What follows belongs to an exercise in optimizing a design on an open flow for a short achievable clock period; a production flow would make more cautious choices. The RTL was checked by simulation tests, not by an equivalence proof against the original design. The flow treats the clock pin as an ideal source, which a real chip does not have. Power figures rest on the tool's default switching activity, not on a simulated workload.

==> flow/design.v <==
module Basic_ALU (
    clock,
    reset,
    enable,
    aluin1,
    aluin2,
    aluoperation,
    aluopselect,
    aluout
);
    input               clock, reset, enable;
    input      [31:0]   aluin1, aluin2;
    input      [2:0]    aluoperation, aluopselect;
    output reg [32:0]   aluout;
    wire [31:0] a = aluin1;
    wire [31:0] b = aluin2;
    wire is_add = (aluoperation == 3'd1);
    wire is_sub = (aluoperation == 3'd2);
    wire is_not = (aluoperation == 3'd3);
    wire is_and = (aluoperation == 3'd4);
    wire is_or  = (aluoperation == 3'd5);
    wire is_xor = (aluoperation == 3'd6);
    wire is_op  = is_add | is_sub | is_not | is_and | is_or | is_xor;
    wire [31:0] a_g0 = a & b;
    wire [31:0] a_t0 = a | b;
    wire [31:0] s_graw = a & ~b;
    wire [31:0] s_t0 = a | ~b;
    wire [31:0] s_g0 = {s_graw[31:1], s_t0[0]};
    wire [31:0] a_g1, a_t1;
    assign a_g1[0] = a_g0[0];
    assign a_t1[0] = a_t0[0];
    assign a_g1[1] = a_g0[1] | (a_t0[1] & a_g0[0]);
    assign a_t1[1] = a_t0[1] & a_t0[0];
    assign a_g1[2] = a_g0[2] | (a_t0[2] & a_g0[1]);
    assign a_t1[2] = a_t0[2] & a_t0[1];
    assign a_g1[3] = a_g0[3] | (a_t0[3] & a_g0[2]);
    assign a_t1[3] = a_t0[3] & a_t0[2];
    assign a_g1[4] = a_g0[4] | (a_t0[4] & a_g0[3]);
    assign a_t1[4] = a_t0[4] & a_t0[3];
    assign a_g1[5] = a_g0[5] | (a_t0[5] & a_g0[4]);
    assign a_t1[5] = a_t0[5] & a_t0[4];
    assign a_g1[6] = a_g0[6] | (a_t0[6] & a_g0[5]);
    assign a_t1[6] = a_t0[6] & a_t0[5];
    assign a_g1[7] = a_g0[7] | (a_t0[7] & a_g0[6]);
    assign a_t1[7] = a_t0[7] & a_t0[6];
    assign a_g1[8] = a_g0[8] | (a_t0[8] & a_g0[7]);
    assign a_t1[8] = a_t0[8] & a_t0[7];
    assign a_g1[9] = a_g0[9] | (a_t0[9] & a_g0[8]);
    assign a_t1[9] = a_t0[9] & a_t0[8];
    assign a_g1[10] = a_g0[10] | (a_t0[10] & a_g0[9]);
    assign a_t1[10] = a_t0[10] & a_t0[9];
    assign a_g1[11] = a_g0[11] | (a_t0[11] & a_g0[10]);
    assign a_t1[11] = a_t0[11] & a_t0[10];
    assign a_g1[12] = a_g0[12] | (a_t0[12] & a_g0[11]);
    assign a_t1[12] = a_t0[12] & a_t0[11];
    assign a_g1[13] = a_g0[13] | (a_t0[13] & a_g0[12]);
    assign a_t1[13] = a_t0[13] & a_t0[12];
    assign a_g1[14] = a_g0[14] | (a_t0[14] & a_g0[13]);
    assign a_t1[14] = a_t0[14] & a_t0[13];
    assign a_g1[15] = a_g0[15] | (a_t0[15] & a_g0[14]);
    assign a_t1[15] = a_t0[15] & a_t0[14];
    assign a_g1[16] = a_g0[16] | (a_t0[16] & a_g0[15]);
    assign a_t1[16] = a_t0[16] & a_t0[15];
    assign a_g1[17] = a_g0[17] | (a_t0[17] & a_g0[16]);
    assign a_t1[17] = a_t0[17] & a_t0[16];
    assign a_g1[18] = a_g0[18] | (a_t0[18] & a_g0[17]);
    assign a_t1[18] = a_t0[18] & a_t0[17];
    assign a_g1[19] = a_g0[19] | (a_t0[19] & a_g0[18]);
    assign a_t1[19] = a_t0[19] & a_t0[18];
    assign a_g1[20] = a_g0[20] | (a_t0[20] & a_g0[19]);
    assign a_t1[20] = a_t0[20] & a_t0[19];
    assign a_g1[21] = a_g0[21] | (a_t0[21] & a_g0[20]);
    assign a_t1[21] = a_t0[21] & a_t0[20];
    assign a_g1[22] = a_g0[22] | (a_t0[22] & a_g0[21]);
    assign a_t1[22] = a_t0[22] & a_t0[21];
    assign a_g1[23] = a_g0[23] | (a_t0[23] & a_g0[22]);
    assign a_t1[23] = a_t0[23] & a_t0[22];
    assign a_g1[24] = a_g0[24] | (a_t0[24] & a_g0[23]);
    assign a_t1[24] = a_t0[24] & a_t0[23];
    assign a_g1[25] = a_g0[25] | (a_t0[25] & a_g0[24]);
    assign a_t1[25] = a_t0[25] & a_t0[24];
    assign a_g1[26] = a_g0[26] | (a_t0[26] & a_g0[25]);
    assign a_t1[26] = a_t0[26] & a_t0[25];
    assign a_g1[27] = a_g0[27] | (a_t0[27] & a_g0[26]);
    assign a_t1[27] = a_t0[27] & a_t0[26];
    assign a_g1[28] = a_g0[28] | (a_t0[28] & a_g0[27]);
    assign a_t1[28] = a_t0[28] & a_t0[27];
    assign a_g1[29] = a_g0[29] | (a_t0[29] & a_g0[28]);
    assign a_t1[29] = a_t0[29] & a_t0[28];
    assign a_g1[30] = a_g0[30] | (a_t0[30] & a_g0[29]);
    assign a_t1[30] = a_t0[30] & a_t0[29];
    assign a_g1[31] = a_g0[31] | (a_t0[31] & a_g0[30]);
    assign a_t1[31] = a_t0[31] & a_t0[30];
    wire [31:0] a_g2, a_t2;
    assign a_g2[0] = a_g1[0];
    assign a_t2[0] = a_t1[0];
    assign a_g2[1] = a_g1[1];
    assign a_t2[1] = a_t1[1];
    assign a_g2[2] = a_g1[2] | (a_t1[2] & a_g1[0]);
    assign a_t2[2] = a_t1[2] & a_t1[0];
    assign a_g2[3] = a_g1[3] | (a_t1[3] & a_g1[1]);
    assign a_t2[3] = a_t1[3] & a_t1[1];
    assign a_g2[4] = a_g1[4] | (a_t1[4] & a_g1[2]);
    assign a_t2[4] = a_t1[4] & a_t1[2];
    assign a_g2[5] = a_g1[5] | (a_t1[5] & a_g1[3]);
    assign a_t2[5] = a_t1[5] & a_t1[3];
    assign a_g2[6] = a_g1[6] | (a_t1[6] & a_g1[4]);
    assign a_t2[6] = a_t1[6] & a_t1[4];
    assign a_g2[7] = a_g1[7] | (a_t1[7] & a_g1[5]);
    assign a_t2[7] = a_t1[7] & a_t1[5];
    assign a_g2[8] = a_g1[8] | (a_t1[8] & a_g1[6]);
    assign a_t2[8] = a_t1[8] & a_t1[6];
    assign a_g2[9] = a_g1[9] | (a_t1[9] & a_g1[7]);
    assign a_t2[9] = a_t1[9] & a_t1[7];
    assign a_g2[10] = a_g1[10] | (a_t1[10] & a_g1[8]);
    assign a_t2[10] = a_t1[10] & a_t1[8];
    assign a_g2[11] = a_g1[11] | (a_t1[11] & a_g1[9]);
    assign a_t2[11] = a_t1[11] & a_t1[9];
    assign a_g2[12] = a_g1[12] | (a_t1[12] & a_g1[10]);
    assign a_t2[12] = a_t1[12] & a_t1[10];
    assign a_g2[13] = a_g1[13] | (a_t1[13] & a_g1[11]);
    assign a_t2[13] = a_t1[13] & a_t1[11];
    assign a_g2[14] = a_g1[14] | (a_t1[14] & a_g1[12]);
    assign a_t2[14] = a_t1[14] & a_t1[12];
    assign a_g2[15] = a_g1[15] | (a_t1[15] & a_g1[13]);
    assign a_t2[15] = a_t1[15] & a_t1[13];
    assign a_g2[16] = a_g1[16] | (a_t1[16] & a_g1[14]);
    assign a_t2[16] = a_t1[16] & a_t1[14];
    assign a_g2[17] = a_g1[17] | (a_t1[17] & a_g1[15]);
    assign a_t2[17] = a_t1[17] & a_t1[15];
    assign a_g2[18] = a_g1[18] | (a_t1[18] & a_g1[16]);
    assign a_t2[18] = a_t1[18] & a_t1[16];
    assign a_g2[19] = a_g1[19] | (a_t1[19] & a_g1[17]);
    assign a_t2[19] = a_t1[19] & a_t1[17];
    assign a_g2[20] = a_g1[20] | (a_t1[20] & a_g1[18]);
    assign a_t2[20] = a_t1[20] & a_t1[18];
    assign a_g2[21] = a_g1[21] | (a_t1[21] & a_g1[19]);
    assign a_t2[21] = a_t1[21] & a_t1[19];
    assign a_g2[22] = a_g1[22] | (a_t1[22] & a_g1[20]);
    assign a_t2[22] = a_t1[22] & a_t1[20];
    assign a_g2[23] = a_g1[23] | (a_t1[23] & a_g1[21]);
    assign a_t2[23] = a_t1[23] & a_t1[21];
    assign a_g2[24] = a_g1[24] | (a_t1[24] & a_g1[22]);
    assign a_t2[24] = a_t1[24] & a_t1[22];
    assign a_g2[25] = a_g1[25] | (a_t1[25] & a_g1[23]);
    assign a_t2[25] = a_t1[25] & a_t1[23];
    assign a_g2[26] = a_g1[26] | (a_t1[26] & a_g1[24]);
    assign a_t2[26] = a_t1[26] & a_t1[24];
    assign a_g2[27] = a_g1[27] | (a_t1[27] & a_g1[25]);
    assign a_t2[27] = a_t1[27] & a_t1[25];
    assign a_g2[28] = a_g1[28] | (a_t1[28] & a_g1[26]);
    assign a_t2[28] = a_t1[28] & a_t1[26];
    assign a_g2[29] = a_g1[29] | (a_t1[29] & a_g1[27]);
    assign a_t2[29] = a_t1[29] & a_t1[27];
    assign a_g2[30] = a_g1[30] | (a_t1[30] & a_g1[28]);
    assign a_t2[30] = a_t1[30] & a_t1[28];
    assign a_g2[31] = a_g1[31] | (a_t1[31] & a_g1[29]);
    assign a_t2[31] = a_t1[31] & a_t1[29];
    wire [31:0] a_g3, a_t3;
    assign a_g3[0] = a_g2[0];
    assign a_t3[0] = a_t2[0];
    assign a_g3[1] = a_g2[1];
    assign a_t3[1] = a_t2[1];
    assign a_g3[2] = a_g2[2];
    assign a_t3[2] = a_t2[2];
    assign a_g3[3] = a_g2[3];
    assign a_t3[3] = a_t2[3];
    assign a_g3[4] = a_g2[4] | (a_t2[4] & a_g2[0]);
    assign a_t3[4] = a_t2[4] & a_t2[0];
    assign a_g3[5] = a_g2[5] | (a_t2[5] & a_g2[1]);
    assign a_t3[5] = a_t2[5] & a_t2[1];
    assign a_g3[6] = a_g2[6] | (a_t2[6] & a_g2[2]);
    assign a_t3[6] = a_t2[6] & a_t2[2];
    assign a_g3[7] = a_g2[7] | (a_t2[7] & a_g2[3]);
    assign a_t3[7] = a_t2[7] & a_t2[3];
    assign a_g3[8] = a_g2[8] | (a_t2[8] & a_g2[4]);
    assign a_t3[8] = a_t2[8] & a_t2[4];
    assign a_g3[9] = a_g2[9] | (a_t2[9] & a_g2[5]);
    assign a_t3[9] = a_t2[9] & a_t2[5];
    assign a_g3[10] = a_g2[10] | (a_t2[10] & a_g2[6]);
    assign a_t3[10] = a_t2[10] & a_t2[6];
    assign a_g3[11] = a_g2[11] | (a_t2[11] & a_g2[7]);
    assign a_t3[11] = a_t2[11] & a_t2[7];
    assign a_g3[12] = a_g2[12] | (a_t2[12] & a_g2[8]);
    assign a_t3[12] = a_t2[12] & a_t2[8];
    assign a_g3[13] = a_g2[13] | (a_t2[13] & a_g2[9]);
    assign a_t3[13] = a_t2[13] & a_t2[9];
    assign a_g3[14] = a_g2[14] | (a_t2[14] & a_g2[10]);
    assign a_t3[14] = a_t2[14] & a_t2[10];
    assign a_g3[15] = a_g2[15] | (a_t2[15] & a_g2[11]);
    assign a_t3[15] = a_t2[15] & a_t2[11];
    assign a_g3[16] = a_g2[16] | (a_t2[16] & a_g2[12]);
    assign a_t3[16] = a_t2[16] & a_t2[12];
    assign a_g3[17] = a_g2[17] | (a_t2[17] & a_g2[13]);
    assign a_t3[17] = a_t2[17] & a_t2[13];
    assign a_g3[18] = a_g2[18] | (a_t2[18] & a_g2[14]);
    assign a_t3[18] = a_t2[18] & a_t2[14];
    assign a_g3[19] = a_g2[19] | (a_t2[19] & a_g2[15]);
    assign a_t3[19] = a_t2[19] & a_t2[15];
    assign a_g3[20] = a_g2[20] | (a_t2[20] & a_g2[16]);
    assign a_t3[20] = a_t2[20] & a_t2[16];
    assign a_g3[21] = a_g2[21] | (a_t2[21] & a_g2[17]);
    assign a_t3[21] = a_t2[21] & a_t2[17];
    assign a_g3[22] = a_g2[22] | (a_t2[22] & a_g2[18]);
    assign a_t3[22] = a_t2[22] & a_t2[18];
    assign a_g3[23] = a_g2[23] | (a_t2[23] & a_g2[19]);
    assign a_t3[23] = a_t2[23] & a_t2[19];
    assign a_g3[24] = a_g2[24] | (a_t2[24] & a_g2[20]);
    assign a_t3[24] = a_t2[24] & a_t2[20];
    assign a_g3[25] = a_g2[25] | (a_t2[25] & a_g2[21]);
    assign a_t3[25] = a_t2[25] & a_t2[21];
    assign a_g3[26] = a_g2[26] | (a_t2[26] & a_g2[22]);
    assign a_t3[26] = a_t2[26] & a_t2[22];
    assign a_g3[27] = a_g2[27] | (a_t2[27] & a_g2[23]);
    assign a_t3[27] = a_t2[27] & a_t2[23];
    assign a_g3[28] = a_g2[28] | (a_t2[28] & a_g2[24]);
    assign a_t3[28] = a_t2[28] & a_t2[24];
    assign a_g3[29] = a_g2[29] | (a_t2[29] & a_g2[25]);
    assign a_t3[29] = a_t2[29] & a_t2[25];
    assign a_g3[30] = a_g2[30] | (a_t2[30] & a_g2[26]);
    assign a_t3[30] = a_t2[30] & a_t2[26];
    assign a_g3[31] = a_g2[31] | (a_t2[31] & a_g2[27]);
    assign a_t3[31] = a_t2[31] & a_t2[27];
    wire [31:0] a_g4, a_t4;
    assign a_g4[0] = a_g3[0];
    assign a_t4[0] = a_t3[0];
    assign a_g4[1] = a_g3[1];
    assign a_t4[1] = a_t3[1];
    assign a_g4[2] = a_g3[2];
    assign a_t4[2] = a_t3[2];
    assign a_g4[3] = a_g3[3];
    assign a_t4[3] = a_t3[3];
    assign a_g4[4] = a_g3[4];
    assign a_t4[4] = a_t3[4];
    assign a_g4[5] = a_g3[5];
    assign a_t4[5] = a_t3[5];
    assign a_g4[6] = a_g3[6];
    assign a_t4[6] = a_t3[6];
    assign a_g4[7] = a_g3[7];
    assign a_t4[7] = a_t3[7];
    assign a_g4[8] = a_g3[8] | (a_t3[8] & a_g3[0]);
    assign a_t4[8] = a_t3[8] & a_t3[0];
    assign a_g4[9] = a_g3[9] | (a_t3[9] & a_g3[1]);
    assign a_t4[9] = a_t3[9] & a_t3[1];
    assign a_g4[10] = a_g3[10] | (a_t3[10] & a_g3[2]);
    assign a_t4[10] = a_t3[10] & a_t3[2];
    assign a_g4[11] = a_g3[11] | (a_t3[11] & a_g3[3]);
    assign a_t4[11] = a_t3[11] & a_t3[3];
    assign a_g4[12] = a_g3[12] | (a_t3[12] & a_g3[4]);
    assign a_t4[12] = a_t3[12] & a_t3[4];
    assign a_g4[13] = a_g3[13] | (a_t3[13] & a_g3[5]);
    assign a_t4[13] = a_t3[13] & a_t3[5];
    assign a_g4[14] = a_g3[14] | (a_t3[14] & a_g3[6]);
    assign a_t4[14] = a_t3[14] & a_t3[6];
    assign a_g4[15] = a_g3[15] | (a_t3[15] & a_g3[7]);
    assign a_t4[15] = a_t3[15] & a_t3[7];
    assign a_g4[16] = a_g3[16] | (a_t3[16] & a_g3[8]);
    assign a_t4[16] = a_t3[16] & a_t3[8];
    assign a_g4[17] = a_g3[17] | (a_t3[17] & a_g3[9]);
    assign a_t4[17] = a_t3[17] & a_t3[9];
    assign a_g4[18] = a_g3[18] | (a_t3[18] & a_g3[10]);
    assign a_t4[18] = a_t3[18] & a_t3[10];
    assign a_g4[19] = a_g3[19] | (a_t3[19] & a_g3[11]);
    assign a_t4[19] = a_t3[19] & a_t3[11];
    assign a_g4[20] = a_g3[20] | (a_t3[20] & a_g3[12]);
    assign a_t4[20] = a_t3[20] & a_t3[12];
    assign a_g4[21] = a_g3[21] | (a_t3[21] & a_g3[13]);
    assign a_t4[21] = a_t3[21] & a_t3[13];
    assign a_g4[22] = a_g3[22] | (a_t3[22] & a_g3[14]);
    assign a_t4[22] = a_t3[22] & a_t3[14];
    assign a_g4[23] = a_g3[23] | (a_t3[23] & a_g3[15]);
    assign a_t4[23] = a_t3[23] & a_t3[15];
    assign a_g4[24] = a_g3[24] | (a_t3[24] & a_g3[16]);
    assign a_t4[24] = a_t3[24] & a_t3[16];
    assign a_g4[25] = a_g3[25] | (a_t3[25] & a_g3[17]);
    assign a_t4[25] = a_t3[25] & a_t3[17];
    assign a_g4[26] = a_g3[26] | (a_t3[26] & a_g3[18]);
    assign a_t4[26] = a_t3[26] & a_t3[18];
    assign a_g4[27] = a_g3[27] | (a_t3[27] & a_g3[19]);
    assign a_t4[27] = a_t3[27] & a_t3[19];
    assign a_g4[28] = a_g3[28] | (a_t3[28] & a_g3[20]);
    assign a_t4[28] = a_t3[28] & a_t3[20];
    assign a_g4[29] = a_g3[29] | (a_t3[29] & a_g3[21]);
    assign a_t4[29] = a_t3[29] & a_t3[21];
    assign a_g4[30] = a_g3[30] | (a_t3[30] & a_g3[22]);
    assign a_t4[30] = a_t3[30] & a_t3[22];
    assign a_g4[31] = a_g3[31] | (a_t3[31] & a_g3[23]);
    assign a_t4[31] = a_t3[31] & a_t3[23];
    wire [31:0] a_g5, a_t5;
    assign a_g5[0] = a_g4[0];
    assign a_t5[0] = a_t4[0];
    assign a_g5[1] = a_g4[1];
    assign a_t5[1] = a_t4[1];
    assign a_g5[2] = a_g4[2];
    assign a_t5[2] = a_t4[2];
    assign a_g5[3] = a_g4[3];
    assign a_t5[3] = a_t4[3];
    assign a_g5[4] = a_g4[4];
    assign a_t5[4] = a_t4[4];
    assign a_g5[5] = a_g4[5];
    assign a_t5[5] = a_t4[5];
    assign a_g5[6] = a_g4[6];
    assign a_t5[6] = a_t4[6];
    assign a_g5[7] = a_g4[7];
    assign a_t5[7] = a_t4[7];
    assign a_g5[8] = a_g4[8];
    assign a_t5[8] = a_t4[8];
    assign a_g5[9] = a_g4[9];
    assign a_t5[9] = a_t4[9];
    assign a_g5[10] = a_g4[10];
    assign a_t5[10] = a_t4[10];
    assign a_g5[11] = a_g4[11];
    assign a_t5[11] = a_t4[11];
    assign a_g5[12] = a_g4[12];
    assign a_t5[12] = a_t4[12];
    assign a_g5[13] = a_g4[13];
    assign a_t5[13] = a_t4[13];
    assign a_g5[14] = a_g4[14];
    assign a_t5[14] = a_t4[14];
    assign a_g5[15] = a_g4[15];
    assign a_t5[15] = a_t4[15];
    assign a_g5[16] = a_g4[16] | (a_t4[16] & a_g4[0]);
    assign a_t5[16] = a_t4[16] & a_t4[0];
    assign a_g5[17] = a_g4[17] | (a_t4[17] & a_g4[1]);
    assign a_t5[17] = a_t4[17] & a_t4[1];
    assign a_g5[18] = a_g4[18] | (a_t4[18] & a_g4[2]);
    assign a_t5[18] = a_t4[18] & a_t4[2];
    assign a_g5[19] = a_g4[19] | (a_t4[19] & a_g4[3]);
    assign a_t5[19] = a_t4[19] & a_t4[3];
    assign a_g5[20] = a_g4[20] | (a_t4[20] & a_g4[4]);
    assign a_t5[20] = a_t4[20] & a_t4[4];
    assign a_g5[21] = a_g4[21] | (a_t4[21] & a_g4[5]);
    assign a_t5[21] = a_t4[21] & a_t4[5];
    assign a_g5[22] = a_g4[22] | (a_t4[22] & a_g4[6]);
    assign a_t5[22] = a_t4[22] & a_t4[6];
    assign a_g5[23] = a_g4[23] | (a_t4[23] & a_g4[7]);
    assign a_t5[23] = a_t4[23] & a_t4[7];
    assign a_g5[24] = a_g4[24] | (a_t4[24] & a_g4[8]);
    assign a_t5[24] = a_t4[24] & a_t4[8];
    assign a_g5[25] = a_g4[25] | (a_t4[25] & a_g4[9]);
    assign a_t5[25] = a_t4[25] & a_t4[9];
    assign a_g5[26] = a_g4[26] | (a_t4[26] & a_g4[10]);
    assign a_t5[26] = a_t4[26] & a_t4[10];
    assign a_g5[27] = a_g4[27] | (a_t4[27] & a_g4[11]);
    assign a_t5[27] = a_t4[27] & a_t4[11];
    assign a_g5[28] = a_g4[28] | (a_t4[28] & a_g4[12]);
    assign a_t5[28] = a_t4[28] & a_t4[12];
    assign a_g5[29] = a_g4[29] | (a_t4[29] & a_g4[13]);
    assign a_t5[29] = a_t4[29] & a_t4[13];
    assign a_g5[30] = a_g4[30] | (a_t4[30] & a_g4[14]);
    assign a_t5[30] = a_t4[30] & a_t4[14];
    assign a_g5[31] = a_g4[31] | (a_t4[31] & a_g4[15]);
    assign a_t5[31] = a_t4[31] & a_t4[15];
    wire [31:0] s_g1, s_t1;
    assign s_g1[0] = s_g0[0];
    assign s_t1[0] = s_t0[0];
    assign s_g1[1] = s_g0[1] | (s_t0[1] & s_g0[0]);
    assign s_t1[1] = s_t0[1] & s_t0[0];
    assign s_g1[2] = s_g0[2] | (s_t0[2] & s_g0[1]);
    assign s_t1[2] = s_t0[2] & s_t0[1];
    assign s_g1[3] = s_g0[3] | (s_t0[3] & s_g0[2]);
    assign s_t1[3] = s_t0[3] & s_t0[2];
    assign s_g1[4] = s_g0[4] | (s_t0[4] & s_g0[3]);
    assign s_t1[4] = s_t0[4] & s_t0[3];
    assign s_g1[5] = s_g0[5] | (s_t0[5] & s_g0[4]);
    assign s_t1[5] = s_t0[5] & s_t0[4];
    assign s_g1[6] = s_g0[6] | (s_t0[6] & s_g0[5]);
    assign s_t1[6] = s_t0[6] & s_t0[5];
    assign s_g1[7] = s_g0[7] | (s_t0[7] & s_g0[6]);
    assign s_t1[7] = s_t0[7] & s_t0[6];
    assign s_g1[8] = s_g0[8] | (s_t0[8] & s_g0[7]);
    assign s_t1[8] = s_t0[8] & s_t0[7];
    assign s_g1[9] = s_g0[9] | (s_t0[9] & s_g0[8]);
    assign s_t1[9] = s_t0[9] & s_t0[8];
    assign s_g1[10] = s_g0[10] | (s_t0[10] & s_g0[9]);
    assign s_t1[10] = s_t0[10] & s_t0[9];
    assign s_g1[11] = s_g0[11] | (s_t0[11] & s_g0[10]);
    assign s_t1[11] = s_t0[11] & s_t0[10];
    assign s_g1[12] = s_g0[12] | (s_t0[12] & s_g0[11]);
    assign s_t1[12] = s_t0[12] & s_t0[11];
    assign s_g1[13] = s_g0[13] | (s_t0[13] & s_g0[12]);
    assign s_t1[13] = s_t0[13] & s_t0[12];
    assign s_g1[14] = s_g0[14] | (s_t0[14] & s_g0[13]);
    assign s_t1[14] = s_t0[14] & s_t0[13];
    assign s_g1[15] = s_g0[15] | (s_t0[15] & s_g0[14]);
    assign s_t1[15] = s_t0[15] & s_t0[14];
    assign s_g1[16] = s_g0[16] | (s_t0[16] & s_g0[15]);
    assign s_t1[16] = s_t0[16] & s_t0[15];
    assign s_g1[17] = s_g0[17] | (s_t0[17] & s_g0[16]);
    assign s_t1[17] = s_t0[17] & s_t0[16];
    assign s_g1[18] = s_g0[18] | (s_t0[18] & s_g0[17]);
    assign s_t1[18] = s_t0[18] & s_t0[17];
    assign s_g1[19] = s_g0[19] | (s_t0[19] & s_g0[18]);
    assign s_t1[19] = s_t0[19] & s_t0[18];
    assign s_g1[20] = s_g0[20] | (s_t0[20] & s_g0[19]);
    assign s_t1[20] = s_t0[20] & s_t0[19];
    assign s_g1[21] = s_g0[21] | (s_t0[21] & s_g0[20]);
    assign s_t1[21] = s_t0[21] & s_t0[20];
    assign s_g1[22] = s_g0[22] | (s_t0[22] & s_g0[21]);
    assign s_t1[22] = s_t0[22] & s_t0[21];
    assign s_g1[23] = s_g0[23] | (s_t0[23] & s_g0[22]);
    assign s_t1[23] = s_t0[23] & s_t0[22];
    assign s_g1[24] = s_g0[24] | (s_t0[24] & s_g0[23]);
    assign s_t1[24] = s_t0[24] & s_t0[23];
    assign s_g1[25] = s_g0[25] | (s_t0[25] & s_g0[24]);
    assign s_t1[25] = s_t0[25] & s_t0[24];
    assign s_g1[26] = s_g0[26] | (s_t0[26] & s_g0[25]);
    assign s_t1[26] = s_t0[26] & s_t0[25];
    assign s_g1[27] = s_g0[27] | (s_t0[27] & s_g0[26]);
    assign s_t1[27] = s_t0[27] & s_t0[26];
    assign s_g1[28] = s_g0[28] | (s_t0[28] & s_g0[27]);
    assign s_t1[28] = s_t0[28] & s_t0[27];
    assign s_g1[29] = s_g0[29] | (s_t0[29] & s_g0[28]);
    assign s_t1[29] = s_t0[29] & s_t0[28];
    assign s_g1[30] = s_g0[30] | (s_t0[30] & s_g0[29]);
    assign s_t1[30] = s_t0[30] & s_t0[29];
    assign s_g1[31] = s_g0[31] | (s_t0[31] & s_g0[30]);
    assign s_t1[31] = s_t0[31] & s_t0[30];
    wire [31:0] s_g2, s_t2;
    assign s_g2[0] = s_g1[0];
    assign s_t2[0] = s_t1[0];
    assign s_g2[1] = s_g1[1];
    assign s_t2[1] = s_t1[1];
    assign s_g2[2] = s_g1[2] | (s_t1[2] & s_g1[0]);
    assign s_t2[2] = s_t1[2] & s_t1[0];
    assign s_g2[3] = s_g1[3] | (s_t1[3] & s_g1[1]);
    assign s_t2[3] = s_t1[3] & s_t1[1];
    assign s_g2[4] = s_g1[4] | (s_t1[4] & s_g1[2]);
    assign s_t2[4] = s_t1[4] & s_t1[2];
    assign s_g2[5] = s_g1[5] | (s_t1[5] & s_g1[3]);
    assign s_t2[5] = s_t1[5] & s_t1[3];
    assign s_g2[6] = s_g1[6] | (s_t1[6] & s_g1[4]);
    assign s_t2[6] = s_t1[6] & s_t1[4];
    assign s_g2[7] = s_g1[7] | (s_t1[7] & s_g1[5]);
    assign s_t2[7] = s_t1[7] & s_t1[5];
    assign s_g2[8] = s_g1[8] | (s_t1[8] & s_g1[6]);
    assign s_t2[8] = s_t1[8] & s_t1[6];
    assign s_g2[9] = s_g1[9] | (s_t1[9] & s_g1[7]);
    assign s_t2[9] = s_t1[9] & s_t1[7];
    assign s_g2[10] = s_g1[10] | (s_t1[10] & s_g1[8]);
    assign s_t2[10] = s_t1[10] & s_t1[8];
    assign s_g2[11] = s_g1[11] | (s_t1[11] & s_g1[9]);
    assign s_t2[11] = s_t1[11] & s_t1[9];
    assign s_g2[12] = s_g1[12] | (s_t1[12] & s_g1[10]);
    assign s_t2[12] = s_t1[12] & s_t1[10];
    assign s_g2[13] = s_g1[13] | (s_t1[13] & s_g1[11]);
    assign s_t2[13] = s_t1[13] & s_t1[11];
    assign s_g2[14] = s_g1[14] | (s_t1[14] & s_g1[12]);
    assign s_t2[14] = s_t1[14] & s_t1[12];
    assign s_g2[15] = s_g1[15] | (s_t1[15] & s_g1[13]);
    assign s_t2[15] = s_t1[15] & s_t1[13];
    assign s_g2[16] = s_g1[16] | (s_t1[16] & s_g1[14]);
    assign s_t2[16] = s_t1[16] & s_t1[14];
    assign s_g2[17] = s_g1[17] | (s_t1[17] & s_g1[15]);
    assign s_t2[17] = s_t1[17] & s_t1[15];
    assign s_g2[18] = s_g1[18] | (s_t1[18] & s_g1[16]);
    assign s_t2[18] = s_t1[18] & s_t1[16];
    assign s_g2[19] = s_g1[19] | (s_t1[19] & s_g1[17]);
    assign s_t2[19] = s_t1[19] & s_t1[17];
    assign s_g2[20] = s_g1[20] | (s_t1[20] & s_g1[18]);
    assign s_t2[20] = s_t1[20] & s_t1[18];
    assign s_g2[21] = s_g1[21] | (s_t1[21] & s_g1[19]);
    assign s_t2[21] = s_t1[21] & s_t1[19];
    assign s_g2[22] = s_g1[22] | (s_t1[22] & s_g1[20]);
    assign s_t2[22] = s_t1[22] & s_t1[20];
    assign s_g2[23] = s_g1[23] | (s_t1[23] & s_g1[21]);
    assign s_t2[23] = s_t1[23] & s_t1[21];
    assign s_g2[24] = s_g1[24] | (s_t1[24] & s_g1[22]);
    assign s_t2[24] = s_t1[24] & s_t1[22];
    assign s_g2[25] = s_g1[25] | (s_t1[25] & s_g1[23]);
    assign s_t2[25] = s_t1[25] & s_t1[23];
    assign s_g2[26] = s_g1[26] | (s_t1[26] & s_g1[24]);
    assign s_t2[26] = s_t1[26] & s_t1[24];
    assign s_g2[27] = s_g1[27] | (s_t1[27] & s_g1[25]);
    assign s_t2[27] = s_t1[27] & s_t1[25];
    assign s_g2[28] = s_g1[28] | (s_t1[28] & s_g1[26]);
    assign s_t2[28] = s_t1[28] & s_t1[26];
    assign s_g2[29] = s_g1[29] | (s_t1[29] & s_g1[27]);
    assign s_t2[29] = s_t1[29] & s_t1[27];
    assign s_g2[30] = s_g1[30] | (s_t1[30] & s_g1[28]);
    assign s_t2[30] = s_t1[30] & s_t1[28];
    assign s_g2[31] = s_g1[31] | (s_t1[31] & s_g1[29]);
    assign s_t2[31] = s_t1[31] & s_t1[29];
    wire [31:0] s_g3, s_t3;
    assign s_g3[0] = s_g2[0];
    assign s_t3[0] = s_t2[0];
    assign s_g3[1] = s_g2[1];
    assign s_t3[1] = s_t2[1];
    assign s_g3[2] = s_g2[2];
    assign s_t3[2] = s_t2[2];
    assign s_g3[3] = s_g2[3];
    assign s_t3[3] = s_t2[3];
    assign s_g3[4] = s_g2[4] | (s_t2[4] & s_g2[0]);
    assign s_t3[4] = s_t2[4] & s_t2[0];
    assign s_g3[5] = s_g2[5] | (s_t2[5] & s_g2[1]);
    assign s_t3[5] = s_t2[5] & s_t2[1];
    assign s_g3[6] = s_g2[6] | (s_t2[6] & s_g2[2]);
    assign s_t3[6] = s_t2[6] & s_t2[2];
    assign s_g3[7] = s_g2[7] | (s_t2[7] & s_g2[3]);
    assign s_t3[7] = s_t2[7] & s_t2[3];
    assign s_g3[8] = s_g2[8] | (s_t2[8] & s_g2[4]);
    assign s_t3[8] = s_t2[8] & s_t2[4];
    assign s_g3[9] = s_g2[9] | (s_t2[9] & s_g2[5]);
    assign s_t3[9] = s_t2[9] & s_t2[5];
    assign s_g3[10] = s_g2[10] | (s_t2[10] & s_g2[6]);
    assign s_t3[10] = s_t2[10] & s_t2[6];
    assign s_g3[11] = s_g2[11] | (s_t2[11] & s_g2[7]);
    assign s_t3[11] = s_t2[11] & s_t2[7];
    assign s_g3[12] = s_g2[12] | (s_t2[12] & s_g2[8]);
    assign s_t3[12] = s_t2[12] & s_t2[8];
    assign s_g3[13] = s_g2[13] | (s_t2[13] & s_g2[9]);
    assign s_t3[13] = s_t2[13] & s_t2[9];
    assign s_g3[14] = s_g2[14] | (s_t2[14] & s_g2[10]);
    assign s_t3[14] = s_t2[14] & s_t2[10];
    assign s_g3[15] = s_g2[15] | (s_t2[15] & s_g2[11]);
    assign s_t3[15] = s_t2[15] & s_t2[11];
    assign s_g3[16] = s_g2[16] | (s_t2[16] & s_g2[12]);
    assign s_t3[16] = s_t2[16] & s_t2[12];
    assign s_g3[17] = s_g2[17] | (s_t2[17] & s_g2[13]);
    assign s_t3[17] = s_t2[17] & s_t2[13];
    assign s_g3[18] = s_g2[18] | (s_t2[18] & s_g2[14]);
    assign s_t3[18] = s_t2[18] & s_t2[14];
    assign s_g3[19] = s_g2[19] | (s_t2[19] & s_g2[15]);
    assign s_t3[19] = s_t2[19] & s_t2[15];
    assign s_g3[20] = s_g2[20] | (s_t2[20] & s_g2[16]);
    assign s_t3[20] = s_t2[20] & s_t2[16];
    assign s_g3[21] = s_g2[21] | (s_t2[21] & s_g2[17]);
    assign s_t3[21] = s_t2[21] & s_t2[17];
    assign s_g3[22] = s_g2[22] | (s_t2[22] & s_g2[18]);
    assign s_t3[22] = s_t2[22] & s_t2[18];
    assign s_g3[23] = s_g2[23] | (s_t2[23] & s_g2[19]);
    assign s_t3[23] = s_t2[23] & s_t2[19];
    assign s_g3[24] = s_g2[24] | (s_t2[24] & s_g2[20]);
    assign s_t3[24] = s_t2[24] & s_t2[20];
    assign s_g3[25] = s_g2[25] | (s_t2[25] & s_g2[21]);
    assign s_t3[25] = s_t2[25] & s_t2[21];
    assign s_g3[26] = s_g2[26] | (s_t2[26] & s_g2[22]);
    assign s_t3[26] = s_t2[26] & s_t2[22];
    assign s_g3[27] = s_g2[27] | (s_t2[27] & s_g2[23]);
    assign s_t3[27] = s_t2[27] & s_t2[23];
    assign s_g3[28] = s_g2[28] | (s_t2[28] & s_g2[24]);
    assign s_t3[28] = s_t2[28] & s_t2[24];
    assign s_g3[29] = s_g2[29] | (s_t2[29] & s_g2[25]);
    assign s_t3[29] = s_t2[29] & s_t2[25];
    assign s_g3[30] = s_g2[30] | (s_t2[30] & s_g2[26]);
    assign s_t3[30] = s_t2[30] & s_t2[26];
    assign s_g3[31] = s_g2[31] | (s_t2[31] & s_g2[27]);
    assign s_t3[31] = s_t2[31] & s_t2[27];
    wire [31:0] s_g4, s_t4;
    assign s_g4[0] = s_g3[0];
    assign s_t4[0] = s_t3[0];
    assign s_g4[1] = s_g3[1];
    assign s_t4[1] = s_t3[1];
    assign s_g4[2] = s_g3[2];
    assign s_t4[2] = s_t3[2];
    assign s_g4[3] = s_g3[3];
    assign s_t4[3] = s_t3[3];
    assign s_g4[4] = s_g3[4];
    assign s_t4[4] = s_t3[4];
    assign s_g4[5] = s_g3[5];
    assign s_t4[5] = s_t3[5];
    assign s_g4[6] = s_g3[6];
    assign s_t4[6] = s_t3[6];
    assign s_g4[7] = s_g3[7];
    assign s_t4[7] = s_t3[7];
    assign s_g4[8] = s_g3[8] | (s_t3[8] & s_g3[0]);
    assign s_t4[8] = s_t3[8] & s_t3[0];
    assign s_g4[9] = s_g3[9] | (s_t3[9] & s_g3[1]);
    assign s_t4[9] = s_t3[9] & s_t3[1];
    assign s_g4[10] = s_g3[10] | (s_t3[10] & s_g3[2]);
    assign s_t4[10] = s_t3[10] & s_t3[2];
    assign s_g4[11] = s_g3[11] | (s_t3[11] & s_g3[3]);
    assign s_t4[11] = s_t3[11] & s_t3[3];
    assign s_g4[12] = s_g3[12] | (s_t3[12] & s_g3[4]);
    assign s_t4[12] = s_t3[12] & s_t3[4];
    assign s_g4[13] = s_g3[13] | (s_t3[13] & s_g3[5]);
    assign s_t4[13] = s_t3[13] & s_t3[5];
    assign s_g4[14] = s_g3[14] | (s_t3[14] & s_g3[6]);
    assign s_t4[14] = s_t3[14] & s_t3[6];
    assign s_g4[15] = s_g3[15] | (s_t3[15] & s_g3[7]);
    assign s_t4[15] = s_t3[15] & s_t3[7];
    assign s_g4[16] = s_g3[16] | (s_t3[16] & s_g3[8]);
    assign s_t4[16] = s_t3[16] & s_t3[8];
    assign s_g4[17] = s_g3[17] | (s_t3[17] & s_g3[9]);
    assign s_t4[17] = s_t3[17] & s_t3[9];
    assign s_g4[18] = s_g3[18] | (s_t3[18] & s_g3[10]);
    assign s_t4[18] = s_t3[18] & s_t3[10];
    assign s_g4[19] = s_g3[19] | (s_t3[19] & s_g3[11]);
    assign s_t4[19] = s_t3[19] & s_t3[11];
    assign s_g4[20] = s_g3[20] | (s_t3[20] & s_g3[12]);
    assign s_t4[20] = s_t3[20] & s_t3[12];
    assign s_g4[21] = s_g3[21] | (s_t3[21] & s_g3[13]);
    assign s_t4[21] = s_t3[21] & s_t3[13];
    assign s_g4[22] = s_g3[22] | (s_t3[22] & s_g3[14]);
    assign s_t4[22] = s_t3[22] & s_t3[14];
    assign s_g4[23] = s_g3[23] | (s_t3[23] & s_g3[15]);
    assign s_t4[23] = s_t3[23] & s_t3[15];
    assign s_g4[24] = s_g3[24] | (s_t3[24] & s_g3[16]);
    assign s_t4[24] = s_t3[24] & s_t3[16];
    assign s_g4[25] = s_g3[25] | (s_t3[25] & s_g3[17]);
    assign s_t4[25] = s_t3[25] & s_t3[17];
    assign s_g4[26] = s_g3[26] | (s_t3[26] & s_g3[18]);
    assign s_t4[26] = s_t3[26] & s_t3[18];
    assign s_g4[27] = s_g3[27] | (s_t3[27] & s_g3[19]);
    assign s_t4[27] = s_t3[27] & s_t3[19];
    assign s_g4[28] = s_g3[28] | (s_t3[28] & s_g3[20]);
    assign s_t4[28] = s_t3[28] & s_t3[20];
    assign s_g4[29] = s_g3[29] | (s_t3[29] & s_g3[21]);
    assign s_t4[29] = s_t3[29] & s_t3[21];
    assign s_g4[30] = s_g3[30] | (s_t3[30] & s_g3[22]);
    assign s_t4[30] = s_t3[30] & s_t3[22];
    assign s_g4[31] = s_g3[31] | (s_t3[31] & s_g3[23]);
    assign s_t4[31] = s_t3[31] & s_t3[23];
    wire [31:0] s_g5, s_t5;
    assign s_g5[0] = s_g4[0];
    assign s_t5[0] = s_t4[0];
    assign s_g5[1] = s_g4[1];
    assign s_t5[1] = s_t4[1];
    assign s_g5[2] = s_g4[2];
    assign s_t5[2] = s_t4[2];
    assign s_g5[3] = s_g4[3];
    assign s_t5[3] = s_t4[3];
    assign s_g5[4] = s_g4[4];
    assign s_t5[4] = s_t4[4];
    assign s_g5[5] = s_g4[5];
    assign s_t5[5] = s_t4[5];
    assign s_g5[6] = s_g4[6];
    assign s_t5[6] = s_t4[6];
    assign s_g5[7] = s_g4[7];
    assign s_t5[7] = s_t4[7];
    assign s_g5[8] = s_g4[8];
    assign s_t5[8] = s_t4[8];
    assign s_g5[9] = s_g4[9];
    assign s_t5[9] = s_t4[9];
    assign s_g5[10] = s_g4[10];
    assign s_t5[10] = s_t4[10];
    assign s_g5[11] = s_g4[11];
    assign s_t5[11] = s_t4[11];
    assign s_g5[12] = s_g4[12];
    assign s_t5[12] = s_t4[12];
    assign s_g5[13] = s_g4[13];
    assign s_t5[13] = s_t4[13];
    assign s_g5[14] = s_g4[14];
    assign s_t5[14] = s_t4[14];
    assign s_g5[15] = s_g4[15];
    assign s_t5[15] = s_t4[15];
    assign s_g5[16] = s_g4[16] | (s_t4[16] & s_g4[0]);
    assign s_t5[16] = s_t4[16] & s_t4[0];
    assign s_g5[17] = s_g4[17] | (s_t4[17] & s_g4[1]);
    assign s_t5[17] = s_t4[17] & s_t4[1];
    assign s_g5[18] = s_g4[18] | (s_t4[18] & s_g4[2]);
    assign s_t5[18] = s_t4[18] & s_t4[2];
    assign s_g5[19] = s_g4[19] | (s_t4[19] & s_g4[3]);
    assign s_t5[19] = s_t4[19] & s_t4[3];
    assign s_g5[20] = s_g4[20] | (s_t4[20] & s_g4[4]);
    assign s_t5[20] = s_t4[20] & s_t4[4];
    assign s_g5[21] = s_g4[21] | (s_t4[21] & s_g4[5]);
    assign s_t5[21] = s_t4[21] & s_t4[5];
    assign s_g5[22] = s_g4[22] | (s_t4[22] & s_g4[6]);
    assign s_t5[22] = s_t4[22] & s_t4[6];
    assign s_g5[23] = s_g4[23] | (s_t4[23] & s_g4[7]);
    assign s_t5[23] = s_t4[23] & s_t4[7];
    assign s_g5[24] = s_g4[24] | (s_t4[24] & s_g4[8]);
    assign s_t5[24] = s_t4[24] & s_t4[8];
    assign s_g5[25] = s_g4[25] | (s_t4[25] & s_g4[9]);
    assign s_t5[25] = s_t4[25] & s_t4[9];
    assign s_g5[26] = s_g4[26] | (s_t4[26] & s_g4[10]);
    assign s_t5[26] = s_t4[26] & s_t4[10];
    assign s_g5[27] = s_g4[27] | (s_t4[27] & s_g4[11]);
    assign s_t5[27] = s_t4[27] & s_t4[11];
    assign s_g5[28] = s_g4[28] | (s_t4[28] & s_g4[12]);
    assign s_t5[28] = s_t4[28] & s_t4[12];
    assign s_g5[29] = s_g4[29] | (s_t4[29] & s_g4[13]);
    assign s_t5[29] = s_t4[29] & s_t4[13];
    assign s_g5[30] = s_g4[30] | (s_t4[30] & s_g4[14]);
    assign s_t5[30] = s_t4[30] & s_t4[14];
    assign s_g5[31] = s_g4[31] | (s_t4[31] & s_g4[15]);
    assign s_t5[31] = s_t4[31] & s_t4[15];
    wire [32:0] ca = {a_g5, 1'b0};
    wire [32:0] cs = {s_g5, 1'b1};
    wire [31:0] px = a ^ b;
    wire load  = ~reset & enable & is_op;
    wire sel_a = ~reset & enable & is_add;
    wire sel_s = ~reset & enable & is_sub;
    wire sel_l = ~reset & enable & (is_not | is_and | is_or | is_xor);
    wire hold  = ~reset & ~load;
    wire [31:0] logic_res = ({32{is_not}} & ~b)
                          | ({32{is_and}} & (a & b))
                          | ({32{is_or}}  & (a | b))
                          | ({32{is_xor}} & px);
    wire [31:0] other = ({32{sel_l}} & logic_res) | ({32{hold}} & aluout[31:0]);
    wire [31:0] nxt_lo = ({32{sel_a}} & (px ^ ca[31:0])) | ({32{sel_s}} & (~px ^ cs[31:0])) | other;
    wire        nxt_hi = (sel_a & ca[32]) | (sel_s & ~cs[32]) | (hold & aluout[32]);
    always @(posedge clock) begin
        aluout <= {nxt_hi, nxt_lo};
    end
endmodule
==> flow/flow/run.sh <==
#!/bin/bash
# Own layout flow: the standard ORFS flow (standard.sh) with a different synthesis step.
#  - flow/gate_synth.tcl present: the design is a hand-mapped gate netlist that
#    flow/gen_gates.py writes to alu_gates.v (same function and register names as rtl/Basic_ALU.v).
set -euo pipefail
here=$(pwd)
args=()
if [ -f flow/gate_synth.tcl ]; then
  python3 flow/gen_gates.py > $here/alu_gates.v
  export MY_GATES=$here/alu_gates.v
  args+=(SYNTH_SCRIPT=$here/flow/gate_synth.tcl)
elif [ -f flow/my_synth.tcl ]; then
  export MY_ABC_SCRIPT=$here/flow/abc.script
  if [ -f flow/keep.txt ]; then export MY_ABC_KEEP="$(cat flow/keep.txt)"; fi
  args+=(SYNTH_SCRIPT=$here/flow/my_synth.tcl ADDER_MAP_FILE=)
fi
if [ -f flow/post_cts.tcl ]; then args+=(POST_CTS_TCL=$here/flow/post_cts.tcl); fi
if [ -f flow/post_grt.tcl ]; then args+=(POST_GLOBAL_ROUTE_TCL=$here/flow/post_grt.tcl); fi
bash standard.sh "${args[@]}" finish > $here/flow_make.log 2>&1 || { tail -50 $here/flow_make.log; exit 1; }
tail -5 $here/flow_make.log
test -f out/final.def
==> flow/flow/abc.script <==
strash
dch -f
map -p
mfs2 -a
strash
dch -f
map -p
topo
buffer -p -c
upsize -c
dnsize -c
stime -c
==> flow/flow/keep.txt <==
inv buf nand2 nand3 nor2 nor3 a21oi o21ai a22oi o22ai xor2 xnor2 mux2i
==> flow/flow/my_synth.tcl <==
# The standard flow's synthesis script (synth_recipe.tcl) with one change: Yosys's abc call uses
# the ABC script named by MY_ABC_SCRIPT, and, when MY_ABC_KEEP lists cell families,
# ABC maps only onto those families (the other combinational cells are dont_use for
# ABC only; the rest of the flow may still use them).
proc synth {args} { yosys synth -nofsm -noshare {*}$args }
proc abc {args} {
  if {[info exists ::env(MY_ABC_SCRIPT)] && $::env(MY_ABC_SCRIPT) ne ""} {
    set i [lsearch -exact $args -script]
    if {$i >= 0} { set args [lreplace $args $i [expr {$i+1}] -script $::env(MY_ABC_SCRIPT)] }
  }
  if {[info exists ::env(MY_ABC_KEEP)] && $::env(MY_ABC_KEEP) ne ""} {
    set keep $::env(MY_ABC_KEEP)
    set f [open [lindex $::env(LIB_FILES) 0] r]
    set text [read $f]
    close $f
    foreach {m name base} [regexp -all -inline {cell\s*\(\s*"?(sky130_fd_sc_hd__([a-z0-9_]+?)_[0-9]+)"?\s*\)} $text] {
      if {[lsearch -exact $keep $base] < 0} { lappend args -dont_use $name }
    }
  }
  puts "MY_ABC: $args"
  yosys abc {*}$args
}
source $::env(SCRIPTS_DIR)/synth.tcl
# left out here: clear keep_hierarchy, flatten, clean up, hide names made inside functions, write 1_2_yosys.v
==> flow/flow/post_cts.tcl <==
# Extra setup repair after CTS (sourced by ORFS's cts.tcl as POST_CTS_TCL):
# a longer repair_timing run, then a greedy sizer that tries every drive strength
# of each cell on the worst path and keeps the one that gives the best worst slack.
log_cmd estimate_parasitics -placement
puts "post_cts: WS before [worst_slack -max]"
set margin [expr {[info exists ::env(SETUP_SLACK_MARGIN)] ? $::env(SETUP_SLACK_MARGIN) : 0}]
log_cmd repair_timing -setup -setup_margin $margin -repair_tns 100 -max_passes 1000 -sequence "sizeup,swap"
puts "post_cts: WS after repair_timing [worst_slack -max]"
estimate_parasitics -placement
puts "post_cts: WS after repair re-estimated [worst_slack -max]"

proc size_family {cell} {
  set name [get_name $cell]
  if {![regexp {^(sky130_fd_sc_hd__[a-z0-9_]+?)_([0-9]+)$} $name -> base sz]} { return {} }
  set res {}
  foreach c [get_lib_cells ${base}_*] {
    set n [get_name $c]
    if {![regexp "^${base}_\[0-9\]+\$" $n]} continue
    set bad 0
    foreach pat $::env(DONT_USE_CELLS) { if {[string match $pat $n]} { set bad 1 } }
    if {!$bad} { lappend res $n }
  }
  return $res
}
proc path_insts {} {
  set pe [lindex [find_timing_paths -path_delay max -group_path_count 1] 0]
  set insts {}
  foreach pin [[$pe path] pins] {
    set pn [get_full_name $pin]
    set k [string last "/" $pn]
    if {$k < 0} continue
    set iname [string range $pn 0 [expr {$k-1}]]
    if {[lsearch -exact $insts $iname] < 0} { lappend insts $iname }
  }
  return $insts
}
set stall 0
for {set it 0} {$it < 80 && $stall < 3} {incr it} {
  set ws_start [worst_slack -max]
  foreach iname [path_insts] {
    set inst [get_cells $iname]
    set cur [get_name [get_lib_cells -of_objects $inst]]
    if {[string match "*__df*" $cur] || [string match "*clkbuf*" $cur]} continue
    set best $cur; set bestws [worst_slack -max]
    foreach c [size_family [get_lib_cells -of_objects $inst]] {
      if {$c eq $cur} continue
      replace_cell $inst $c
      estimate_parasitics -placement
      set ws [worst_slack -max]
      if {$ws > $bestws + 1e-5} { set best $c; set bestws $ws }
    }
    replace_cell $inst $best
    estimate_parasitics -placement
  }
  set ws_end [worst_slack -max]
  if {$ws_end > $ws_start + 1e-4} { set stall 0 } else { incr stall }
}
puts "post_cts: WS after sizer [worst_slack -max]"
estimate_parasitics -placement
puts "post_cts: WS after sizer re-estimated [worst_slack -max]"
set result [catch { detailed_placement } msg]
if { $result != 0 } { error "post_cts: detailed placement failed: $msg" }
check_placement -verbose
log_cmd estimate_parasitics -placement
puts "post_cts: WS after legalization [worst_slack -max]"
==> flow/flow/post_grt.tcl <==
# Extra setup repair after global routing (sourced by ORFS's global_route.tcl as
# POST_GLOBAL_ROUTE_TCL): a longer repair_timing run on global-route parasitics,
# then legalization, incremental re-route of the changed nets and new route guides.
log_cmd estimate_parasitics -global_routing
puts "post_grt: WS before [worst_slack -max]"
set margin [expr {[info exists ::env(SETUP_SLACK_MARGIN)] ? $::env(SETUP_SLACK_MARGIN) : 0}]
log_cmd global_route -start_incremental
log_cmd repair_timing -setup -setup_margin $margin -repair_tns 100 -max_passes 1000 -sequence "sizeup,swap"
log_cmd detailed_placement
log_cmd global_route -end_incremental
log_cmd estimate_parasitics -global_routing
puts "post_grt: WS after [worst_slack -max]"
check_placement -verbose
write_guides $::env(RESULTS_DIR)/route.guide
==> flow/standard.sh <==
#!/bin/bash
# synth_recipe.tcl (not shown) runs the flow's synth.tcl, then flattens the netlist and writes it again
# the make line also repeats each setting of config.mk as NAME=value (left out here)
make -C /OpenROAD-flow-scripts/flow DESIGN_CONFIG=/design/flow/config.mk WORK_HOME=/design/flow/orfs CLKGATE_MAP_FILE= SYNTH_SCRIPT=/design/flow/synth_recipe.tcl "${@:-finish}"
==> flow/config.mk <==
export PLATFORM = sky130hd
export DESIGN_NAME = Basic_ALU
export DESIGN_NICKNAME = Basic_ALU
export VERILOG_FILES = /design/flow/design.v
export SDC_FILE = /design/flow/constraint.sdc
export NUM_CORES = 4
export LEC_CHECK = 0
export CAP_MARGIN = 20
export CORE_MARGIN = 2
export CORE_UTILIZATION = 20
export SETUP_SLACK_MARGIN = 5
export SLEW_MARGIN = 20
==> flow/constraint.sdc <==
create_clock -name core_clock -period 6.0 [get_ports {clock}]
set_input_delay 1.2000 -clock core_clock [delete_from_list [all_inputs] [get_ports {clock}]]
set_output_delay 1.2000 -clock core_clock [all_outputs]
set_load 0.01 [all_outputs]
==> key figures, run 1 <==
Power
  • Leak: 6.254 nW
  • Pwr Density: 131.5 mW/mm^2
  • Max rail drop VDD: 0.1075 mV

Routing
  • Antenna viol nets, final: 0
  • Drt wl/cell: 21.64 um
  • Pre-antenna DRT Iters: 5
  • Vias per Instance: 5.425
  • Routed via count: 12005
  • WL final: 47.89 mm
  • Drt initial violations: 1275
  • DR DRC count: 0

Logic synthesis
  • Net Count, Synth: 1518
  • Register bit total from synthesis: 33
  • Post-synthesis sequential area ratio: 8.724%
  • Main area contributors after synthesis: a21oi_1 (17%), inv_1 (12%), nand3_1 (11%)
  • Synth Area per Inst: 5.240 sq um
  • Yosys warning count: 1
  • Mapped cell area: 0.007572 sq mm
  • Area leader, netlist: a21oi_1
  • Post-synth top area share: 16.59%
  • Syn Inst Count: 1445
  • Count of different cell masters after synthesis: 32

Die
  • Num ports: 106
  • Die width: 198.6 um
  • Die area: 0.03943 sq mm
  • Die Ht: 198.6 um
  • Initial core utilization: 20.20%
  • Core ar.: 0.03749 sq mm
  • Rows: 71

STA
  • Post-route setup TNS: 0 ns
  • Final slew viol count: 0
  • Max-Slew Margin vs Limit: 64.26%
  • Max Freq: 413.1 MHz
  • Hold Vio Cnt, Final: 0
  • Worst Skew: 0 ns
  • Hold WS: 0.4806 ns
  • Final Cycle Share: 40.35%
  • # setup viols final: 0
  • Final Critical Period: 2.421 ns
  • Worst-margin pin slew: 0.5349 ns

Setup path
  • R2r setup slk: 5.17 ns
  • Worst Setup End Kind: register
  • Worst path top cell family by delay: simple AND/OR/NAND/NOR gates
  • WP data required: 6.21 ns
  • Critical path buffers and inverters: 2
  • Critical Path, Cell by Cell: buf_12 > clkinvlp_4 > a21oi_4 > nand2_2 > o21ai_4 > nand3_4 > nand2_2 > nand2_2 > nand3_2 > nand3_2
  • Most frequent cell on the critical path: nand2_2
  • Worst path arrival time: 2.63 ns
  • Crit Path Category: primary input to register
  • Max incr delay on CP: 0.28 ns
  • Slowest stage cell on the critical path: o21ai_4
  • CP Launch Type: primary input
  • Max Fanout on Critical Path: 6

Cells and area
  • Fill count: 3820
  • Max FFs per register: 33
  • Largest register by flop count: aluout
  • Layout cells sized above 1: 56.82%
  • Top Registers: aluout: 33 flops
  • Finished Core Util: 40.53%
  • ANT cells: 0
  • Post-route design area: 0.01520 sq mm
  • Layout area overhead: 100.7%
  • Nets@finish: 1774

Global route
  • Largest net degree at the start of global routing: 34
  • First-pass GRT wire length: 69.95 mm
  • Grt total ovfl: 0
  • Vias in the first global route: 11629
  • GRT Util Overall: 23.72%
  • Initial antenna violation count: 1

Clock network
  • Clock slew at the register clock pins of the worst setup and hold paths: 0.08 ns
  • Clk sink count: 33
  • TritonCTS clock tree: yes
  • Clock Latency Late Sink: 0.31 ns

Place
  • GP Congestion: 0.9909
  • Placed cell area: 0.009853 sq mm
  • Hpwl dp: 33.32 mm
  • Port Buffer Count: 102

Run
  • Maximum Capacitance Violations: 0

Hold path
  • Worst min path class: register to register

Status
  • Status: finished clean
-- path summary, 6_finish.rpt --
kind / to / start / depth (start not counted)
worst min-delay path: aluout[32]$_DFF_P_ / aluout[32]$_DFF_P_ / 2
worst min register to register: aluout[32]$_DFF_P_ / aluout[32]$_DFF_P_ / 2
worst max register to register: aluout[25]$_DFF_P_ / aluout[25]$_DFF_P_ / 3
worst max-delay path: aluout[24]$_DFF_P_ / aluin2[4] / 10
-- per-stage QoR --
step                      std cells  power (mW)  setup WS, ns
after floorplan                1445      0.8125         3.602
after global placement         2018       1.083         1.963
after detailed placement       2018       1.085         1.955
final                          2213       1.998         3.579
-- layer usage --
metal | wire (um) | global-route usage, %
met4 | 2900 | 11.80
met5 | 0 | 0
met3 | 4908 | 4.120
met2 | 21550 | 38.55
met1 | 18530 | 30.17
-- synthesized netlist by cell type --
cell	n
nand3_2	4
dfxtp_1	33
nor3_4	1
nand2_1	216
nor3_2	8
o22ai_1	55
buf_1	2
a21oi_1	251
o21ai_0	103
buf_4	8
nor2_4	3
a22oi_2	6
inv_1	243
o22ai_4	1
o21ai_2	8
xnor2_1	4
nand3_1	167
inv_2	16
a22oi_4	3
a21oi_2	12
o21ai_4	1
buf_2	35
nor2_2	6
nand2_2	5
o22ai_2	7
a22oi_1	49
mux2i_1	1
nor3_1	23
xor2_1	3
nor2_1	132
buf_6	2
o21ai_1	37
-- layout make-up --
| type | instances | area (sq um) | share of cell area [%] |
|---|---|---|---|
| flip-flops and latches | 33 | 726.9 | 4.784 |
| multi-input cells | 1107 | 9087 | 59.80 |
| well taps | 511 | 639.4 | 4.207 |
| clock inverters | 1 | 30.03 | 0.1976 |
| clock buffers | 7 | 142.6 | 0.9387 |
| inverters | 259 | 1214 | 7.987 |
| repair buffers | 295 | 3356 | 22.08 |
-- power by group --
group          leakage, nW  switching, mW  internal, mW
clock               0.0841          0.152         0.209
sequential           0.287         0.0167         0.237
combinational         5.88          0.840         0.544
-- cells in the final DEF, fill, tap and decap left out, drive strengths merged --
| master | n |
|---|---|
| a21oi | 263 |
| nor2 | 142 |
| o22ai | 63 |
| nor3 | 32 |
| mux2i | 1 |
| dfxtp | 33 |
| xnor2 | 4 |
| o21ai | 149 |
| buf | 292 |
| bufinv | 1 |
| clkinvlp | 2 |
| a22oi | 58 |
| xor2 | 3 |
| dlygate4sd2 | 2 |
| nand3 | 171 |
| nand2 | 221 |
| clkbuf | 8 |
| inv | 255 |
| clkinv | 2 |
-- worst register-to-register path, stage by stage (launching register included) --
cell and delay (ns):
dfxtp_2 0.33, buf_4 0.13, a21oi_1 0.14, nand3_2 0.11
-- kinds of logic (layout without fill, tap and decap cells) --
| group | count (synthesis) | count (layout) | share of synthesized area, % |
|---|---|---|---|
| and+or+nand+nor | 565 | 566 | 32.96 |
| DFF | 33 | 33 | 8.724 |
| buffers and inverters | 306 | 562 | 16.34 |
| AOI/OAI and AO/OA | 533 | 533 | 41.03 |
| muxes | 1 | 1 | 0.1322 |
| xor gates and xnor gates | 7 | 7 | 0.8097 |
==> run 2: changes to the inputs <==
==> flow/flow/abc.script (replaced) <==
strash
dch -f
map -p
mfs2
strash
dch -f
map -p
topo
buffer -p -c
upsize -c
dnsize -c
stime -c
--- a/flow/config.mk
+++ b/flow/config.mk
@@ -9,3 +9,3 @@
 export CORE_MARGIN = 2
-export CORE_UTILIZATION = 20
+export CORE_UTILIZATION = 30
 export SETUP_SLACK_MARGIN = 5
==> key figures, run 2 <==
Setup path
  • WP depth: 11
  • Max incr delay on CP: 0.24 ns
  • Worst Setup SP: aluin2[12]
  • Max Fanout on Critical Path: 8
  • Critical path buffers and inverters: 2
  • Slowest stage cell on the critical path: a21oi_4
  • Worst path arrival time: 2.61 ns
  • WP data required: 6.20 ns
  • Crit Path Category: primary input to register
  • Worst R2R End: aluout[6]$_DFF_P_
  • Worst path top cell family by delay: simple AND/OR/NAND/NOR gates
  • R2r setup slk: 5.19 ns
  • Worst Setup End Kind: register
  • Worst Reg-to-Reg Cells: 3
  • CP Capture Point: aluout[30]$_DFF_P_
  • Critical Path, Cell by Cell: buf_12 > nor2_4 > a21oi_4 > a21oi_2 > inv_2 > a21oi_4 > nand2_4 > nand3_2 > nand3_2 > nand3_2 > nand3_2
  • Most frequent cell on the critical path: nand3_2
  • CP Launch Type: primary input
  • Critical R2R Launch: aluout[6]$_DFF_P_

Cells and area
  • Top Registers: aluout: 33 flops
  • Nets@finish: 1748
  • Layout area overhead: 103.5%
  • Most frequent cells in the layout: inv_1 (165), nand2_1 (132), buf_4 (122), a21oi_1 (109), buf_6 (83)
  • ANT cells: 0
  • Largest register by flop count: aluout
  • Layout cells sized above 1: 58.71%
  • Most common cell after layout, fill and taps aside: inv_1
  • Post-route design area: 0.01503 sq mm
  • Max FFs per register: 33

STA
  • Max Freq: 414.6 MHz
  • Final slew viol count: 0
  • # setup viols final: 0
  • Worst Skew: 0 ns
  • Final Cycle Share: 40.20%
  • Worst-margin pin slew: 0.5754 ns
  • Max-Slew Margin vs Limit: 61.50%
  • Hold WS: 0.4785 ns
  • Final worst setup slack: 3.588 ns
  • Hold Vio Cnt, Final: 0
  • Final Critical Period: 2.412 ns
  • Post-route setup TNS: 0 ns

Logic synthesis
  • Post-synthesis sequential area ratio: 8.949%
  • Syn Inst Count: 1427
  • Post-synth top cells: a21oi_1 (240), inv_1 (238), nand2_1 (233)
  • Area leader, netlist: a21oi_1
  • Synth Area per Inst: 5.173 sq um
  • Mapped cell area: 0.007382 sq mm
  • Net Count, Synth: 1500
  • Count of different cell masters after synthesis: 29
  • Yosys warning count: 1
  • Post-synth top area share: 16.27%
  • Most frequent cell after synthesis: a21oi_1
  • Main area contributors after synthesis: a21oi_1 (16%), inv_1 (12%), nand2_1 (12%)
  • Post-synth EDFFs: 0
  • Top FF cell, synth: dfxtp_1
  • FFs w/ async S/R, synth: 0%
  • Register bit total from synthesis: 33

Global route
  • Grt total ovfl: 0
  • First-pass GRT wire length: 64.74 mm
  • Initial antenna violation count: 0
  • GRT Util Overall: 33.06%
  • Vias in the first global route: 10891
  • Largest net degree at the start of global routing: 26

Power
  • Pwr Density: 133.3 mW/mm^2
  • Leak: 6.296 nW
  • Net Sw Power: 1.020 mW
  • Clk pwr share: 17.5%
  • Power Internal: 0.9819 mW
  • Final Power: 2.002 mW
  • Sequential share of power: 12.6%
  • Max rail drop VDD: 0.1022 mV
  • Sw frac: 50.96%
  • Comb power frac: 69.9%

Hold path
  • Worst min path class: register to register
  • HP Start: aluout[2]$_DFF_P_
  • Hold path cells: 2

Place
  • Hpwl dp: 30.59 mm
  • Place WS: 2.060 ns
  • GP Congestion: 0.9908
  • Port Buffer Count: 102
  • Placed cell area: 0.009483 sq mm

Routing
  • Routed via count: 12061
  • Pre-antenna DRT Iters: 6
  • Drt wl/cell: 23.75 um
  • WL final: 47.51 mm
  • Drt initial violations: 1458
  • Vias per Instance: 6.031
  • Antenna viol nets, final: 0
  • DR DRC count: 0

Clock network
  • Clock slew at the register clock pins of the worst setup and hold paths: 0.08 ns
  • Clk sink count: 33
  • TritonCTS clock tree: yes
  • Clock Latency Late Sink: 0.31 ns

Die
  • Die Ht: 160.9 um
  • Num ports: 106
  • Die width: 160.9 um
  • Rows: 57
  • Initial core utilization: 30.44%
  • Core ar.: 0.02425 sq mm
  • Die area: 0.02588 sq mm

Status
  • Status: finished clean

Run
  • Maximum Capacitance Violations: 0
run 2: changes by cell type in the layout (fill, tap and decap cells not counted), moves of 9 or more:
cell,delta
a21oi_1,-16
inv_2,+11
nand2_1,+17
nand2_4,+10
o21ai_0,-10
nor2_4,+9
nand2_2,-12
o21ai_1,-10
nand3_1,-17
nand3_2,+12
buf_4,-17
run 2: logic make-up after synthesis:
kind of cell | synth area share (%)
flops | 8.949
mux | 0.1356
buf+inv | 16.59
compound gates | 40.39
xor+xnor | 1.068
simple gates | 32.86
run 2: per-layer routing:
layer  vias up  part of all wire (%)  track usage [%]
li1       5401                     -                -
met4         0                   5.8            14.85
met3       193                    11            6.715
met2       794                    44            51.48
met1      5673                    39            44.01
met5         -                     0                0
run 2: how the worst min path moves through the flow:
stage	end	slack, ns
floorplan	aluout[2]$_DFF_P_	0.47
global placement	aluout[2]$_DFF_P_	0.45
detailed placement	aluout[2]$_DFF_P_	0.44
finish	aluout[2]$_DFF_P_	0.48
run 2: area by class of cell:
type,instances,area (sq um)
multi-input combinational,1086,9099
inverter,262,1206
fill,2072,9223
clock buffer,5,125.1
sequential,33,711.9
timing repair buffer,287,3432
tap,324,405.4
clock inverter,3,46.29
run 2: worst register-to-register path: stages (launching register included):
cell,delay [ns]
dfxtp_2,0.33
buf_4,0.12
a21oi_1,0.14
nand3_1,0.10
run 2: power groups by stage:
stage	clock network (mW)	logic, mW	registers (mW)
after floorplan	0	0.541	0.259
after global placement	0	0.811	0.254
after detailed placement	0	0.813	0.254
final	0.350	1.40	0.253
run 2: per-stage QoR:
step           utilization [%]  cells
3_5_place_dp             39.11   1814
3_3_place_gp             39.11   1814
2_1_floorplan                -   1427
6_report                 61.97   2000

[what the ideal ports hide]
In the flow no input, the clock included, has a driving cell. The finished layouts below were timed again as built, in two steps.
Step 1 assumes that a clkbuf_16 drives the clock port and a buf_2 every other input.
Step 2 also shifts input and output timing later by t, the mid clock arrival at the registers, as if the neighbouring blocks saw the same clock.
Slacks: ideal / step 1 / step 2; pairs: ideal / step 1.
run | t, ns | setup WS [ns] | clock arrival spread, ns
run 1 | 0.358 | 3.579 / 3.552 / 3.194 | 0.007 / 0.006
run 2 | 0.356 | 3.588 / 3.580 / 3.224 | 0.006 / 0.005
After both steps every run listed still meets setup and hold. For run 1, which loses most, drivers alone change the setup slack by -0.027 ns; drivers and shift together by -0.385 ns.
